Context: an optimization exercise on an open-source flow, tuned for a short achievable clock period. The choices shown serve that exercise and are no tape-out recipe. Where RTL was checked, it was by simulation tests only, not by an equivalence proof against the original. Power is estimated from default activity; no workload was simulated.

==> trial 65 <==
==> flow/design.v (excerpt) <==
module ALU_TOP #(
parameter WIDTH =16)
(
  input    wire                       CLK,RST,
  input    wire       [3:0]           ALU_FUN,
  input    wire       [WIDTH-1:0]     A,B,
  output   wire       [WIDTH-1:0]     Arith_Out,
  output   reg        [WIDTH-1:0]     Logic_Out,
  output   reg        [WIDTH-1:0]     CMP_Out,
  output   reg        [WIDTH-1:0]     SHIFT_Out,
  output   reg                        Carry_Out,
  output   reg        [3:0]           flags_reg
);
export LEC_CHECK = 0
export CAP_MARGIN = 20
export CORE_MARGIN = 2
export CORE_UTILIZATION = 40
export SLEW_MARGIN = 20
create_clock -name core_clock -period 34.0 [get_ports {CLK}]
standard.sh (not shown) runs the stock make flow with config.mk's settings and CLKGATE_MAP_FILE= SYNTH_SCRIPT=/design/flow/synth_recipe.tcl, a recipe that flattens the netlist after the stock synthesis.
==> flow/flow/run.sh <==
#!/bin/bash
# The standard layout (standard.sh: ORFS with the design's SDC and
# settings), with two changes:
#  - repair_timing gets a large setup margin, so the resizer keeps shortening
#    the critical paths well past the 34 ns that the SDC asks for;
#  - the port buffers that buffer_ports inserts are buf_4 cells rather than
#    the slow delay cells it picks by default.
set -euo pipefail
bash standard.sh SETUP_SLACK_MARGIN=25 'BUFFER_PORTS_ARGS=-buffer_cell sky130_fd_sc_hd__buf_4' finish > standard_flow.log 2>&1
==> build 76 (differences from trial 65) <==
==> flow/flow/run.sh (replaced) <==
#!/bin/bash
# The standard layout (standard.sh: ORFS with the design's SDC and
# settings), except that repair_timing gets a large setup margin, so the
# resizer keeps shortening the critical paths well past the 34 ns that the
# SDC asks for.
set -euo pipefail
bash standard.sh SETUP_SLACK_MARGIN=25 finish > standard_flow.log 2>&1
==> comparison table <==
metric                                                                   build 76    trial 65
Outcome                                          no timing/DRC/antenna violations  no timing/DRC/antenna violations
Worst-case vdd ir drop                                                 0.000116 V  0.000169 V
Non-clk bufs                                                                  630         532
Post-placement setup slack                                               19.57 ns    19.96 ns
Post-Place Cell Area                                                   39500 um^2  39100 um^2
Switching power as a share of total power                                   0.475       0.479
Number of filler instances in the final layout                               7953        8083
Fraction of layout cells with a size suffix above 1                         0.287       0.274
#MultiIn Comb                                                                3648        3646
Cell-internal power                                                     0.00128 W   0.00125 W
Clock Power Share                                                           0.139       0.138
Combinational Power                                                     0.00179 W   0.00176 W
Area occupied by multi-input gates                                     33400 um^2  32800 um^2
Met3 WL post-DR                                                          17500 um    16200 um
Detailed-route wire length                                              182000 um   173000 um
Total placed cells including tap cells                                       5609        5578
Count of clock buffers in the final design                                     38          31
Wire length of the first global-routing pass                            256000 um   247000 um
Buffers inserted during post-CTS setup optimization                           340         319
Depth of the critical timing path with buffers and inverters included          37          25
Average wire length per cell after detail routing                         29.7 um     28.8 um
Proportion of cell area occupied by registers                               0.110       0.115
Layout non-clock buf frac                                                   0.128       0.106
No run of this note included a check of the RTL's function; only the layout flow was run.

========
==> inputs of v26 <==
Another version of the RTL of ALU_TOP (not shown whole).
Settings: LEC_CHECK=0, CAP_MARGIN=20, CORE_MARGIN=2, CORE_UTILIZATION=40, PLACE_DENSITY=0.8, SLEW_MARGIN=20; clock period 34.0 ns.
==> flow/flow/run.sh <==
#!/bin/bash
# The standard layout (standard.sh: ORFS with the design's SDC and
# settings), with two changes:
#  - (adders mapped as usual)
#    fa/ha cells and ABC maps all of the arithmetic for delay;
#  - repair_timing gets a large setup margin, so the resizer keeps shortening
#    the critical paths well past the 34 ns that the SDC asks for.
set -euo pipefail
bash standard.sh SETUP_SLACK_MARGIN=22 finish > standard_flow.log 2>&1
==> v12 (differences from v26) <==
--- a/flow/design.v
+++ b/flow/design.v
@@ -45,40 +45,26 @@
   input  wire [15:0]   A,
   input  wire [15:0]   B,
   output wire [15:0]   Q
 );
 wire [19:0] M0 = 20'd0;
 wire [19:0] M1 = {{4{1'b0}}, B};
-wire [19:0] M2;
-wire [19:0] M3;
-wire [19:0] M4;
-wire [19:0] M5;
-wire [19:0] M6;
-wire [19:0] M7;
-wire [19:0] M8;
-wire [19:0] M9;
-wire [19:0] M10;
-wire [19:0] M11;
-wire [19:0] M12;
-wire [19:0] M13;
-wire [19:0] M14;
-wire [19:0] M15;
-assign M2 = {M1[18:0], 1'b0};
-assign M3 = (M1 << 2) - M1;
-assign M4 = {M2[18:0], 1'b0};
-assign M5 = M1 + (M1 << 2);
-assign M6 = {M3[18:0], 1'b0};
-assign M7 = (M1 << 3) - M1;
-assign M8 = {M4[18:0], 1'b0};
-assign M9 = M1 + (M1 << 3);
-assign M10 = {M5[18:0], 1'b0};
-assign M11 = (M3 << 2) - M1;
-assign M12 = {M6[18:0], 1'b0};
-assign M13 = M1 + (M3 << 2);
-assign M14 = {M7[18:0], 1'b0};
-assign M15 = (M1 << 4) - M1;
+wire [19:0] M2 = {M1[18:0], 1'b0};
+wire [19:0] M3 = (M1 << 2) - M1;
+wire [19:0] M4 = {M2[18:0], 1'b0};
+wire [19:0] M5 = (M1 << 2) + M1;
+wire [19:0] M6 = {M3[18:0], 1'b0};
+wire [19:0] M7 = (M1 << 3) - M1;
+wire [19:0] M8 = {M4[18:0], 1'b0};
+wire [19:0] M9 = (M1 << 3) + M1;
+wire [19:0] M10 = {M5[18:0], 1'b0};
+wire [19:0] M11 = (M1 << 3) + M3;
+wire [19:0] M12 = {M6[18:0], 1'b0};
+wire [19:0] M13 = (M1 << 3) + M5;
+wire [19:0] M14 = {M7[18:0], 1'b0};
+wire [19:0] M15 = (M1 << 4) - M1;
 wire [3:0] A_s0;
 wire [3:0] A_s1;
 wire [3:0] A_s2;
 wire [3:0] A_s3;
 wire H0_1_c = (B <= 16'd15);
 wire H0_2_c = (B <= 16'd7);
@@ -169,15 +155,15 @@
 wire [4:0] D0_13 = {1'b0, X0} - {1'b0, M13[3:0]};
 wire T0_13 = H0_13_c & ~D0_13[4];
 wire [4:0] D0_14 = {1'b0, X0} - {1'b0, M14[3:0]};
 wire T0_14 = H0_14_c & ~D0_14[4];
 wire [4:0] D0_15 = {1'b0, X0} - {1'b0, M15[3:0]};
 wire T0_15 = H0_15_c & ~D0_15[4];
-wire S0_t0 = 1'b1;
-wire S0_t16 = 1'b0;
-wire S0_0 = S0_t0 & ~T0_1;
+wire T0_0 = 1'b1;
+wire T0_16 = 1'b0;
+wire S0_0 = T0_0 & ~T0_1;
 wire S0_1 = T0_1 & ~T0_2;
 wire S0_2 = T0_2 & ~T0_3;
 wire S0_3 = T0_3 & ~T0_4;
 wire S0_4 = T0_4 & ~T0_5;
 wire S0_5 = T0_5 & ~T0_6;
 wire S0_6 = T0_6 & ~T0_7;
@@ -186,13 +172,13 @@
 wire S0_9 = T0_9 & ~T0_10;
 wire S0_10 = T0_10 & ~T0_11;
 wire S0_11 = T0_11 & ~T0_12;
 wire S0_12 = T0_12 & ~T0_13;
 wire S0_13 = T0_13 & ~T0_14;
 wire S0_14 = T0_14 & ~T0_15;
-wire S0_15 = T0_15 & ~S0_t16;
+wire S0_15 = T0_15 & ~T0_16;
 wire Qd0_0 = S0_1 | S0_3 | S0_5 | S0_7 | S0_9 | S0_11 | S0_13 | S0_15;
 wire Qd0_1 = S0_2 | S0_3 | S0_6 | S0_7 | S0_10 | S0_11 | S0_14 | S0_15;
 wire Qd0_2 = S0_4 | S0_5 | S0_6 | S0_7 | S0_12 | S0_13 | S0_14 | S0_15;
 wire Qd0_3 = S0_8 | S0_9 | S0_10 | S0_11 | S0_12 | S0_13 | S0_14 | S0_15;
 wire [3:0] Qd0 = {Qd0_3, Qd0_2, Qd0_1, Qd0_0};
 wire [3:0] R1 = ({4{S0_0}} & X0[3:0])
@@ -239,15 +225,15 @@
 wire [8:0] D1_13 = {1'b0, X1} - {1'b0, M13[7:0]};
 wire T1_13 = H1_13_c & ~D1_13[8];
 wire [8:0] D1_14 = {1'b0, X1} - {1'b0, M14[7:0]};
 wire T1_14 = H1_14_c & ~D1_14[8];
 wire [8:0] D1_15 = {1'b0, X1} - {1'b0, M15[7:0]};
 wire T1_15 = H1_15_c & ~D1_15[8];
-wire S1_t0 = 1'b1;
-wire S1_t16 = 1'b0;
-wire S1_0 = S1_t0 & ~T1_1;
+wire T1_0 = 1'b1;
+wire T1_16 = 1'b0;
+wire S1_0 = T1_0 & ~T1_1;
 wire S1_1 = T1_1 & ~T1_2;
 wire S1_2 = T1_2 & ~T1_3;
 wire S1_3 = T1_3 & ~T1_4;
 wire S1_4 = T1_4 & ~T1_5;
 wire S1_5 = T1_5 & ~T1_6;
 wire S1_6 = T1_6 & ~T1_7;
@@ -256,13 +242,13 @@
 wire S1_9 = T1_9 & ~T1_10;
 wire S1_10 = T1_10 & ~T1_11;
 wire S1_11 = T1_11 & ~T1_12;
 wire S1_12 = T1_12 & ~T1_13;
 wire S1_13 = T1_13 & ~T1_14;
 wire S1_14 = T1_14 & ~T1_15;
-wire S1_15 = T1_15 & ~S1_t16;
+wire S1_15 = T1_15 & ~T1_16;
 wire Qd1_0 = S1_1 | S1_3 | S1_5 | S1_7 | S1_9 | S1_11 | S1_13 | S1_15;
 wire Qd1_1 = S1_2 | S1_3 | S1_6 | S1_7 | S1_10 | S1_11 | S1_14 | S1_15;
 wire Qd1_2 = S1_4 | S1_5 | S1_6 | S1_7 | S1_12 | S1_13 | S1_14 | S1_15;
 wire Qd1_3 = S1_8 | S1_9 | S1_10 | S1_11 | S1_12 | S1_13 | S1_14 | S1_15;
 wire [3:0] Qd1 = {Qd1_3, Qd1_2, Qd1_1, Qd1_0};
 wire [7:0] R2 = ({8{S1_0}} & X1[7:0])
@@ -282,18 +268,25 @@
     | ({8{S1_14}} & D1_14[7:0])
     | ({8{S1_15}} & D1_15[7:0]);
 reg [7:0] r_R;
 reg [7:0] r_Q;
 reg [7:0] r_A;
 reg [15:0] r_M1;
+reg [15:0] r_M2;
 reg [15:0] r_M3;
+reg [15:0] r_M4;
 reg [15:0] r_M5;
+reg [15:0] r_M6;
 reg [15:0] r_M7;
+reg [15:0] r_M8;
 reg [15:0] r_M9;
+reg [15:0] r_M10;
 reg [15:0] r_M11;
+reg [15:0] r_M12;
 reg [15:0] r_M13;
+reg [15:0] r_M14;
 reg [15:0] r_M15;
 reg [0:0] r_H2_1;
 reg [0:0] r_H2_2;
 reg [0:0] r_H2_3;
 reg [0:0] r_H2_4;
 reg [0:0] r_H2_5;
@@ -327,18 +320,25 @@
     if (!RST)
       begin
         r_R <= 8'd0;
         r_Q <= 8'd0;
         r_A <= 8'd0;
         r_M1 <= 16'd0;
+        r_M2 <= 16'd0;
         r_M3 <= 16'd0;
+        r_M4 <= 16'd0;
         r_M5 <= 16'd0;
+        r_M6 <= 16'd0;
         r_M7 <= 16'd0;
+        r_M8 <= 16'd0;
         r_M9 <= 16'd0;
+        r_M10 <= 16'd0;
         r_M11 <= 16'd0;
+        r_M12 <= 16'd0;
         r_M13 <= 16'd0;
+        r_M14 <= 16'd0;
         r_M15 <= 16'd0;
         r_H2_1 <= 1'd0;
         r_H2_2 <= 1'd0;
         r_H2_3 <= 1'd0;
         r_H2_4 <= 1'd0;
         r_H2_5 <= 1'd0;
@@ -371,18 +371,25 @@
     else
       begin
         r_R <= R2;
         r_Q <= {Qd0, Qd1};
         r_A <= A[7:0];
         r_M1 <= M1[15:0];
+        r_M2 <= M2[15:0];
         r_M3 <= M3[15:0];
+        r_M4 <= M4[15:0];
         r_M5 <= M5[15:0];
+        r_M6 <= M6[15:0];
         r_M7 <= M7[15:0];
+        r_M8 <= M8[15:0];
         r_M9 <= M9[15:0];
+        r_M10 <= M10[15:0];
         r_M11 <= M11[15:0];
+        r_M12 <= M12[15:0];
         r_M13 <= M13[15:0];
+        r_M14 <= M14[15:0];
         r_M15 <= M15[15:0];
         r_H2_1 <= H2_1_c;
         r_H2_2 <= H2_2_c;
         r_H2_3 <= H2_3_c;
         r_H2_4 <= H2_4_c;
         r_H2_5 <= H2_5_c;
@@ -410,19 +417,12 @@
         r_H3_13 <= H3_13_c;
         r_H3_14 <= H3_14_c;
         r_H3_15 <= H3_15_c;
         r_EN <= EN;
       end
 end
-wire [15:0] r_M2 = {r_M1, 1'd0};
-wire [15:0] r_M4 = {r_M1, 2'd0};
-wire [15:0] r_M6 = {r_M3, 1'd0};
-wire [15:0] r_M8 = {r_M1, 3'd0};
-wire [15:0] r_M10 = {r_M5, 1'd0};
-wire [15:0] r_M12 = {r_M3, 2'd0};
-wire [15:0] r_M14 = {r_M7, 1'd0};
 assign A_s2 = r_A[7:4];
 assign A_s3 = r_A[3:0];
 wire [11:0] X2 = {r_R, A_s2};
 wire [12:0] D2_1 = {1'b0, X2} - {1'b0, r_M1[11:0]};
 wire T2_1 = r_H2_1 & ~D2_1[12];
 wire [12:0] D2_2 = {1'b0, X2} - {1'b0, r_M2[11:0]};
@@ -450,15 +450,15 @@
 wire [12:0] D2_13 = {1'b0, X2} - {1'b0, r_M13[11:0]};
 wire T2_13 = r_H2_13 & ~D2_13[12];
 wire [12:0] D2_14 = {1'b0, X2} - {1'b0, r_M14[11:0]};
 wire T2_14 = r_H2_14 & ~D2_14[12];
 wire [12:0] D2_15 = {1'b0, X2} - {1'b0, r_M15[11:0]};
 wire T2_15 = r_H2_15 & ~D2_15[12];
-wire S2_t0 = 1'b1;
-wire S2_t16 = 1'b0;
-wire S2_0 = S2_t0 & ~T2_1;
+wire T2_0 = 1'b1;
+wire T2_16 = 1'b0;
+wire S2_0 = T2_0 & ~T2_1;
 wire S2_1 = T2_1 & ~T2_2;
 wire S2_2 = T2_2 & ~T2_3;
 wire S2_3 = T2_3 & ~T2_4;
 wire S2_4 = T2_4 & ~T2_5;
 wire S2_5 = T2_5 & ~T2_6;
 wire S2_6 = T2_6 & ~T2_7;
@@ -467,13 +467,13 @@
 wire S2_9 = T2_9 & ~T2_10;
 wire S2_10 = T2_10 & ~T2_11;
 wire S2_11 = T2_11 & ~T2_12;
 wire S2_12 = T2_12 & ~T2_13;
 wire S2_13 = T2_13 & ~T2_14;
 wire S2_14 = T2_14 & ~T2_15;
-wire S2_15 = T2_15 & ~S2_t16;
+wire S2_15 = T2_15 & ~T2_16;
 wire Qd2_0 = S2_1 | S2_3 | S2_5 | S2_7 | S2_9 | S2_11 | S2_13 | S2_15;
 wire Qd2_1 = S2_2 | S2_3 | S2_6 | S2_7 | S2_10 | S2_11 | S2_14 | S2_15;
 wire Qd2_2 = S2_4 | S2_5 | S2_6 | S2_7 | S2_12 | S2_13 | S2_14 | S2_15;
 wire Qd2_3 = S2_8 | S2_9 | S2_10 | S2_11 | S2_12 | S2_13 | S2_14 | S2_15;
 wire [3:0] Qd2 = {Qd2_3, Qd2_2, Qd2_1, Qd2_0};
 wire [11:0] R3 = ({12{S2_0}} & X2[11:0])
@@ -520,15 +520,15 @@
 wire [16:0] D3_13 = {1'b0, X3} - {1'b0, r_M13[15:0]};
 wire T3_13 = r_H3_13 & ~D3_13[16];
 wire [16:0] D3_14 = {1'b0, X3} - {1'b0, r_M14[15:0]};
 wire T3_14 = r_H3_14 & ~D3_14[16];
 wire [16:0] D3_15 = {1'b0, X3} - {1'b0, r_M15[15:0]};
 wire T3_15 = r_H3_15 & ~D3_15[16];
-wire S3_t0 = 1'b1;
-wire S3_t16 = 1'b0;
-wire S3_0 = S3_t0 & ~T3_1;
+wire T3_0 = 1'b1;
+wire T3_16 = 1'b0;
+wire S3_0 = T3_0 & ~T3_1;
 wire S3_1 = T3_1 & ~T3_2;
 wire S3_2 = T3_2 & ~T3_3;
 wire S3_3 = T3_3 & ~T3_4;
 wire S3_4 = T3_4 & ~T3_5;
 wire S3_5 = T3_5 & ~T3_6;
 wire S3_6 = T3_6 & ~T3_7;
@@ -537,13 +537,13 @@
 wire S3_9 = T3_9 & ~T3_10;
 wire S3_10 = T3_10 & ~T3_11;
 wire S3_11 = T3_11 & ~T3_12;
 wire S3_12 = T3_12 & ~T3_13;
 wire S3_13 = T3_13 & ~T3_14;
 wire S3_14 = T3_14 & ~T3_15;
-wire S3_15 = T3_15 & ~S3_t16;
+wire S3_15 = T3_15 & ~T3_16;
 wire Qd3_0 = S3_1 | S3_3 | S3_5 | S3_7 | S3_9 | S3_11 | S3_13 | S3_15;
 wire Qd3_1 = S3_2 | S3_3 | S3_6 | S3_7 | S3_10 | S3_11 | S3_14 | S3_15;
 wire Qd3_2 = S3_4 | S3_5 | S3_6 | S3_7 | S3_12 | S3_13 | S3_14 | S3_15;
 wire Qd3_3 = S3_8 | S3_9 | S3_10 | S3_11 | S3_12 | S3_13 | S3_14 | S3_15;
 wire [3:0] Qd3 = {Qd3_3, Qd3_2, Qd3_1, Qd3_0};
 assign Q = {16{r_EN}} & {r_Q, Qd2, Qd3};
==> flow/run.sh (new file) <==
#!/bin/bash
# synth_recipe.tcl (not shown) runs the flow's synth.tcl, then flattens the netlist and writes it again
# the make line also repeats each setting of config.mk as NAME=value (left out here)
make -C /OpenROAD-flow-scripts/flow DESIGN_CONFIG=/design/flow/config.mk WORK_HOME=/design/flow/orfs CLKGATE_MAP_FILE= SYNTH_SCRIPT=/design/flow/synth_recipe.tcl finish
PLACE_DENSITY = not set   (was 0.8)
removed: flow/flow/run.sh
removed: flow/standard.sh
==> v20 (differences from v26) <==
--- a/flow/design.v
+++ b/flow/design.v
@@ -45,40 +45,26 @@
   input  wire [15:0]   A,
   input  wire [15:0]   B,
   output wire [15:0]   Q
 );
 wire [19:0] M0 = 20'd0;
 wire [19:0] M1 = {{4{1'b0}}, B};
-wire [19:0] M2;
-wire [19:0] M3;
-wire [19:0] M4;
-wire [19:0] M5;
-wire [19:0] M6;
-wire [19:0] M7;
-wire [19:0] M8;
-wire [19:0] M9;
-wire [19:0] M10;
-wire [19:0] M11;
-wire [19:0] M12;
-wire [19:0] M13;
-wire [19:0] M14;
-wire [19:0] M15;
-assign M2 = {M1[18:0], 1'b0};
-assign M3 = (M1 << 2) - M1;
-assign M4 = {M2[18:0], 1'b0};
-assign M5 = M1 + (M1 << 2);
-assign M6 = {M3[18:0], 1'b0};
-assign M7 = (M1 << 3) - M1;
-assign M8 = {M4[18:0], 1'b0};
-assign M9 = M1 + (M1 << 3);
-assign M10 = {M5[18:0], 1'b0};
-assign M11 = (M3 << 2) - M1;
-assign M12 = {M6[18:0], 1'b0};
-assign M13 = M1 + (M3 << 2);
-assign M14 = {M7[18:0], 1'b0};
-assign M15 = (M1 << 4) - M1;
+wire [19:0] M2 = {M1[18:0], 1'b0};
+wire [19:0] M3 = (M1 << 2) - M1;
+wire [19:0] M4 = {M2[18:0], 1'b0};
+wire [19:0] M5 = (M1 << 2) + M1;
+wire [19:0] M6 = {M3[18:0], 1'b0};
+wire [19:0] M7 = (M1 << 3) - M1;
+wire [19:0] M8 = {M4[18:0], 1'b0};
+wire [19:0] M9 = (M1 << 3) + M1;
+wire [19:0] M10 = {M5[18:0], 1'b0};
+wire [19:0] M11 = (M1 << 3) + M3;
+wire [19:0] M12 = {M6[18:0], 1'b0};
+wire [19:0] M13 = (M1 << 3) + M5;
+wire [19:0] M14 = {M7[18:0], 1'b0};
+wire [19:0] M15 = (M1 << 4) - M1;
 wire [3:0] A_s0;
 wire [3:0] A_s1;
 wire [3:0] A_s2;
 wire [3:0] A_s3;
 wire H0_1_c = (B <= 16'd15);
 wire H0_2_c = (B <= 16'd7);
@@ -169,15 +155,15 @@
 wire [4:0] D0_13 = {1'b0, X0} - {1'b0, M13[3:0]};
 wire T0_13 = H0_13_c & ~D0_13[4];
 wire [4:0] D0_14 = {1'b0, X0} - {1'b0, M14[3:0]};
 wire T0_14 = H0_14_c & ~D0_14[4];
 wire [4:0] D0_15 = {1'b0, X0} - {1'b0, M15[3:0]};
 wire T0_15 = H0_15_c & ~D0_15[4];
-wire S0_t0 = 1'b1;
-wire S0_t16 = 1'b0;
-wire S0_0 = S0_t0 & ~T0_1;
+wire T0_0 = 1'b1;
+wire T0_16 = 1'b0;
+wire S0_0 = T0_0 & ~T0_1;
 wire S0_1 = T0_1 & ~T0_2;
 wire S0_2 = T0_2 & ~T0_3;
 wire S0_3 = T0_3 & ~T0_4;
 wire S0_4 = T0_4 & ~T0_5;
 wire S0_5 = T0_5 & ~T0_6;
 wire S0_6 = T0_6 & ~T0_7;
@@ -186,13 +172,13 @@
 wire S0_9 = T0_9 & ~T0_10;
 wire S0_10 = T0_10 & ~T0_11;
 wire S0_11 = T0_11 & ~T0_12;
 wire S0_12 = T0_12 & ~T0_13;
 wire S0_13 = T0_13 & ~T0_14;
 wire S0_14 = T0_14 & ~T0_15;
-wire S0_15 = T0_15 & ~S0_t16;
+wire S0_15 = T0_15 & ~T0_16;
 wire Qd0_0 = S0_1 | S0_3 | S0_5 | S0_7 | S0_9 | S0_11 | S0_13 | S0_15;
 wire Qd0_1 = S0_2 | S0_3 | S0_6 | S0_7 | S0_10 | S0_11 | S0_14 | S0_15;
 wire Qd0_2 = S0_4 | S0_5 | S0_6 | S0_7 | S0_12 | S0_13 | S0_14 | S0_15;
 wire Qd0_3 = S0_8 | S0_9 | S0_10 | S0_11 | S0_12 | S0_13 | S0_14 | S0_15;
 wire [3:0] Qd0 = {Qd0_3, Qd0_2, Qd0_1, Qd0_0};
 wire [3:0] R1 = ({4{S0_0}} & X0[3:0])
@@ -239,15 +225,15 @@
 wire [8:0] D1_13 = {1'b0, X1} - {1'b0, M13[7:0]};
 wire T1_13 = H1_13_c & ~D1_13[8];
 wire [8:0] D1_14 = {1'b0, X1} - {1'b0, M14[7:0]};
 wire T1_14 = H1_14_c & ~D1_14[8];
 wire [8:0] D1_15 = {1'b0, X1} - {1'b0, M15[7:0]};
 wire T1_15 = H1_15_c & ~D1_15[8];
-wire S1_t0 = 1'b1;
-wire S1_t16 = 1'b0;
-wire S1_0 = S1_t0 & ~T1_1;
+wire T1_0 = 1'b1;
+wire T1_16 = 1'b0;
+wire S1_0 = T1_0 & ~T1_1;
 wire S1_1 = T1_1 & ~T1_2;
 wire S1_2 = T1_2 & ~T1_3;
 wire S1_3 = T1_3 & ~T1_4;
 wire S1_4 = T1_4 & ~T1_5;
 wire S1_5 = T1_5 & ~T1_6;
 wire S1_6 = T1_6 & ~T1_7;
@@ -256,13 +242,13 @@
 wire S1_9 = T1_9 & ~T1_10;
 wire S1_10 = T1_10 & ~T1_11;
 wire S1_11 = T1_11 & ~T1_12;
 wire S1_12 = T1_12 & ~T1_13;
 wire S1_13 = T1_13 & ~T1_14;
 wire S1_14 = T1_14 & ~T1_15;
-wire S1_15 = T1_15 & ~S1_t16;
+wire S1_15 = T1_15 & ~T1_16;
 wire Qd1_0 = S1_1 | S1_3 | S1_5 | S1_7 | S1_9 | S1_11 | S1_13 | S1_15;
 wire Qd1_1 = S1_2 | S1_3 | S1_6 | S1_7 | S1_10 | S1_11 | S1_14 | S1_15;
 wire Qd1_2 = S1_4 | S1_5 | S1_6 | S1_7 | S1_12 | S1_13 | S1_14 | S1_15;
 wire Qd1_3 = S1_8 | S1_9 | S1_10 | S1_11 | S1_12 | S1_13 | S1_14 | S1_15;
 wire [3:0] Qd1 = {Qd1_3, Qd1_2, Qd1_1, Qd1_0};
 wire [7:0] R2 = ({8{S1_0}} & X1[7:0])
@@ -282,18 +268,25 @@
     | ({8{S1_14}} & D1_14[7:0])
     | ({8{S1_15}} & D1_15[7:0]);
 reg [7:0] r_R;
 reg [7:0] r_Q;
 reg [7:0] r_A;
 reg [15:0] r_M1;
+reg [15:0] r_M2;
 reg [15:0] r_M3;
+reg [15:0] r_M4;
 reg [15:0] r_M5;
+reg [15:0] r_M6;
 reg [15:0] r_M7;
+reg [15:0] r_M8;
 reg [15:0] r_M9;
+reg [15:0] r_M10;
 reg [15:0] r_M11;
+reg [15:0] r_M12;
 reg [15:0] r_M13;
+reg [15:0] r_M14;
 reg [15:0] r_M15;
 reg [0:0] r_H2_1;
 reg [0:0] r_H2_2;
 reg [0:0] r_H2_3;
 reg [0:0] r_H2_4;
 reg [0:0] r_H2_5;
@@ -327,18 +320,25 @@
     if (!RST)
       begin
         r_R <= 8'd0;
         r_Q <= 8'd0;
         r_A <= 8'd0;
         r_M1 <= 16'd0;
+        r_M2 <= 16'd0;
         r_M3 <= 16'd0;
+        r_M4 <= 16'd0;
         r_M5 <= 16'd0;
+        r_M6 <= 16'd0;
         r_M7 <= 16'd0;
+        r_M8 <= 16'd0;
         r_M9 <= 16'd0;
+        r_M10 <= 16'd0;
         r_M11 <= 16'd0;
+        r_M12 <= 16'd0;
         r_M13 <= 16'd0;
+        r_M14 <= 16'd0;
         r_M15 <= 16'd0;
         r_H2_1 <= 1'd0;
         r_H2_2 <= 1'd0;
         r_H2_3 <= 1'd0;
         r_H2_4 <= 1'd0;
         r_H2_5 <= 1'd0;
@@ -371,18 +371,25 @@
     else
       begin
         r_R <= R2;
         r_Q <= {Qd0, Qd1};
         r_A <= A[7:0];
         r_M1 <= M1[15:0];
+        r_M2 <= M2[15:0];
         r_M3 <= M3[15:0];
+        r_M4 <= M4[15:0];
         r_M5 <= M5[15:0];
+        r_M6 <= M6[15:0];
         r_M7 <= M7[15:0];
+        r_M8 <= M8[15:0];
         r_M9 <= M9[15:0];
+        r_M10 <= M10[15:0];
         r_M11 <= M11[15:0];
+        r_M12 <= M12[15:0];
         r_M13 <= M13[15:0];
+        r_M14 <= M14[15:0];
         r_M15 <= M15[15:0];
         r_H2_1 <= H2_1_c;
         r_H2_2 <= H2_2_c;
         r_H2_3 <= H2_3_c;
         r_H2_4 <= H2_4_c;
         r_H2_5 <= H2_5_c;
@@ -410,19 +417,12 @@
         r_H3_13 <= H3_13_c;
         r_H3_14 <= H3_14_c;
         r_H3_15 <= H3_15_c;
         r_EN <= EN;
       end
 end
-wire [15:0] r_M2 = {r_M1, 1'd0};
-wire [15:0] r_M4 = {r_M1, 2'd0};
-wire [15:0] r_M6 = {r_M3, 1'd0};
-wire [15:0] r_M8 = {r_M1, 3'd0};
-wire [15:0] r_M10 = {r_M5, 1'd0};
-wire [15:0] r_M12 = {r_M3, 2'd0};
-wire [15:0] r_M14 = {r_M7, 1'd0};
 assign A_s2 = r_A[7:4];
 assign A_s3 = r_A[3:0];
 wire [11:0] X2 = {r_R, A_s2};
 wire [12:0] D2_1 = {1'b0, X2} - {1'b0, r_M1[11:0]};
 wire T2_1 = r_H2_1 & ~D2_1[12];
 wire [12:0] D2_2 = {1'b0, X2} - {1'b0, r_M2[11:0]};
@@ -450,15 +450,15 @@
 wire [12:0] D2_13 = {1'b0, X2} - {1'b0, r_M13[11:0]};
 wire T2_13 = r_H2_13 & ~D2_13[12];
 wire [12:0] D2_14 = {1'b0, X2} - {1'b0, r_M14[11:0]};
 wire T2_14 = r_H2_14 & ~D2_14[12];
 wire [12:0] D2_15 = {1'b0, X2} - {1'b0, r_M15[11:0]};
 wire T2_15 = r_H2_15 & ~D2_15[12];
-wire S2_t0 = 1'b1;
-wire S2_t16 = 1'b0;
-wire S2_0 = S2_t0 & ~T2_1;
+wire T2_0 = 1'b1;
+wire T2_16 = 1'b0;
+wire S2_0 = T2_0 & ~T2_1;
 wire S2_1 = T2_1 & ~T2_2;
 wire S2_2 = T2_2 & ~T2_3;
 wire S2_3 = T2_3 & ~T2_4;
 wire S2_4 = T2_4 & ~T2_5;
 wire S2_5 = T2_5 & ~T2_6;
 wire S2_6 = T2_6 & ~T2_7;
@@ -467,13 +467,13 @@
 wire S2_9 = T2_9 & ~T2_10;
 wire S2_10 = T2_10 & ~T2_11;
 wire S2_11 = T2_11 & ~T2_12;
 wire S2_12 = T2_12 & ~T2_13;
 wire S2_13 = T2_13 & ~T2_14;
 wire S2_14 = T2_14 & ~T2_15;
-wire S2_15 = T2_15 & ~S2_t16;
+wire S2_15 = T2_15 & ~T2_16;
 wire Qd2_0 = S2_1 | S2_3 | S2_5 | S2_7 | S2_9 | S2_11 | S2_13 | S2_15;
 wire Qd2_1 = S2_2 | S2_3 | S2_6 | S2_7 | S2_10 | S2_11 | S2_14 | S2_15;
 wire Qd2_2 = S2_4 | S2_5 | S2_6 | S2_7 | S2_12 | S2_13 | S2_14 | S2_15;
 wire Qd2_3 = S2_8 | S2_9 | S2_10 | S2_11 | S2_12 | S2_13 | S2_14 | S2_15;
 wire [3:0] Qd2 = {Qd2_3, Qd2_2, Qd2_1, Qd2_0};
 wire [11:0] R3 = ({12{S2_0}} & X2[11:0])
@@ -520,15 +520,15 @@
 wire [16:0] D3_13 = {1'b0, X3} - {1'b0, r_M13[15:0]};
 wire T3_13 = r_H3_13 & ~D3_13[16];
 wire [16:0] D3_14 = {1'b0, X3} - {1'b0, r_M14[15:0]};
 wire T3_14 = r_H3_14 & ~D3_14[16];
 wire [16:0] D3_15 = {1'b0, X3} - {1'b0, r_M15[15:0]};
 wire T3_15 = r_H3_15 & ~D3_15[16];
-wire S3_t0 = 1'b1;
-wire S3_t16 = 1'b0;
-wire S3_0 = S3_t0 & ~T3_1;
+wire T3_0 = 1'b1;
+wire T3_16 = 1'b0;
+wire S3_0 = T3_0 & ~T3_1;
 wire S3_1 = T3_1 & ~T3_2;
 wire S3_2 = T3_2 & ~T3_3;
 wire S3_3 = T3_3 & ~T3_4;
 wire S3_4 = T3_4 & ~T3_5;
 wire S3_5 = T3_5 & ~T3_6;
 wire S3_6 = T3_6 & ~T3_7;
@@ -537,13 +537,13 @@
 wire S3_9 = T3_9 & ~T3_10;
 wire S3_10 = T3_10 & ~T3_11;
 wire S3_11 = T3_11 & ~T3_12;
 wire S3_12 = T3_12 & ~T3_13;
 wire S3_13 = T3_13 & ~T3_14;
 wire S3_14 = T3_14 & ~T3_15;
-wire S3_15 = T3_15 & ~S3_t16;
+wire S3_15 = T3_15 & ~T3_16;
 wire Qd3_0 = S3_1 | S3_3 | S3_5 | S3_7 | S3_9 | S3_11 | S3_13 | S3_15;
 wire Qd3_1 = S3_2 | S3_3 | S3_6 | S3_7 | S3_10 | S3_11 | S3_14 | S3_15;
 wire Qd3_2 = S3_4 | S3_5 | S3_6 | S3_7 | S3_12 | S3_13 | S3_14 | S3_15;
 wire Qd3_3 = S3_8 | S3_9 | S3_10 | S3_11 | S3_12 | S3_13 | S3_14 | S3_15;
 wire [3:0] Qd3 = {Qd3_3, Qd3_2, Qd3_1, Qd3_0};
 assign Q = {16{r_EN}} & {r_Q, Qd2, Qd3};
==> flow/flow/run.sh (replaced) <==
#!/bin/bash
# The standard layout (the standard.sh, i.e. ORFS with the design's SDC),
# with a larger setup margin for repair_timing so that the resizer keeps
# shortening the critical paths well past the 34 ns the SDC asks for.
set -euo pipefail
bash standard.sh SETUP_SLACK_MARGIN=25 finish > standard_flow.log 2>&1
PLACE_DENSITY = not set   (was 0.8)
==> run summary <==
Number of nets in the final layout: v12 5076; v20 5571; v26 5318
Power density over the cells: v12 51.6 nW/µm²; v20 50.3 nW/µm²; v26 51.0 nW/µm²
Proportion of final cell area spent on non-clock buffers: v12 3.79%; v20 13.8%; v26 8.98%
Sequential share of cell area: v12 14.4%; v20 11.4%; v26 13.1%
Pin count of the biggest net entering global routing: v12 100; v20 87; v26 87
Remaining max-slew budget at the tightest pin: v12 20.6%; v20 24.4%; v26 27.2%
Placed Instance Area: v12 37200 µm²; v20 38200 µm²; v26 37300 µm²
Non-clock inverters: v12 417; v20 417; v26 430
Avg Vias per Cell: v12 6.08; v20 6.24; v26 6.36
Leak: v12 18.1 nW; v20 21.7 nW; v26 19.4 nW
Vert. Die Dim: v12 299 µm; v20 299 µm; v26 299 µm
Sequential cell fraction of total power: v12 16.1%; v20 13.1%; v26 14.8%
Post-Synth XOR/XNOR Area: v12 8.54%; v20 8.54%; v26 8.02%
Drt total wl: v12 140 mm; v20 165 mm; v26 160 mm
Slowest cell on the critical path: v12 nand4b_1; v20 or4_4; v26 o41ai_1
Mux share of post-synthesis cell area: v12 1.31%; v20 1.31%; v26 1.25%
Status: v12 no timing/DRC/antenna violations; v20 no timing/DRC/antenna violations; v26 no timing/DRC/antenna violations
Function not checked in v26: the RTL went through the layout flow alone.

## what the ideal ports hide
No port has a modelled driver above. Below, the same layouts with a new extraction and two added sets of constraints.
Step 1 (the two cells are an assumption about what drives the block):
set clk [get_ports {CLK}]
set_driving_cell -lib_cell sky130_fd_sc_hd__clkbuf_16 $clk
set_driving_cell -lib_cell sky130_fd_sc_hd__buf_2 [delete_from_list [all_inputs] $clk]
Step 2, shift: input delay + t, output delay - t, t = (earliest + latest rising clock arrival at the registers) / 2. This alone moves slack from input paths to output paths.
Slacks: ideal / step 1 / step 2; pairs: ideal / step 1.
run	t (ns)	setup slack, ns	latest minus earliest clock arrival (ns)	worst register clock-pin slew, ns	pins driven straight from the clock port
trial 65	0.647	20.788 / 20.731 / 21.013	0.021 / 0.021	0.07 / 0.07	1
build 76	0.662	20.706 / 20.642 / 21.074	0.020 / 0.020	0.07 / 0.07	1
v26	0.609	20.815 / 20.753 / 21.362	0.031 / 0.032	0.07 / 0.07	1
v12	0.641	18.696 / 18.632 / 18.932	0.035 / 0.035	0.07 / 0.07	1
v20	0.641	21.029 / 20.965 / 21.606	0.019 / 0.018	0.07 / 0.07	1
After both steps every run listed still meets setup and hold.
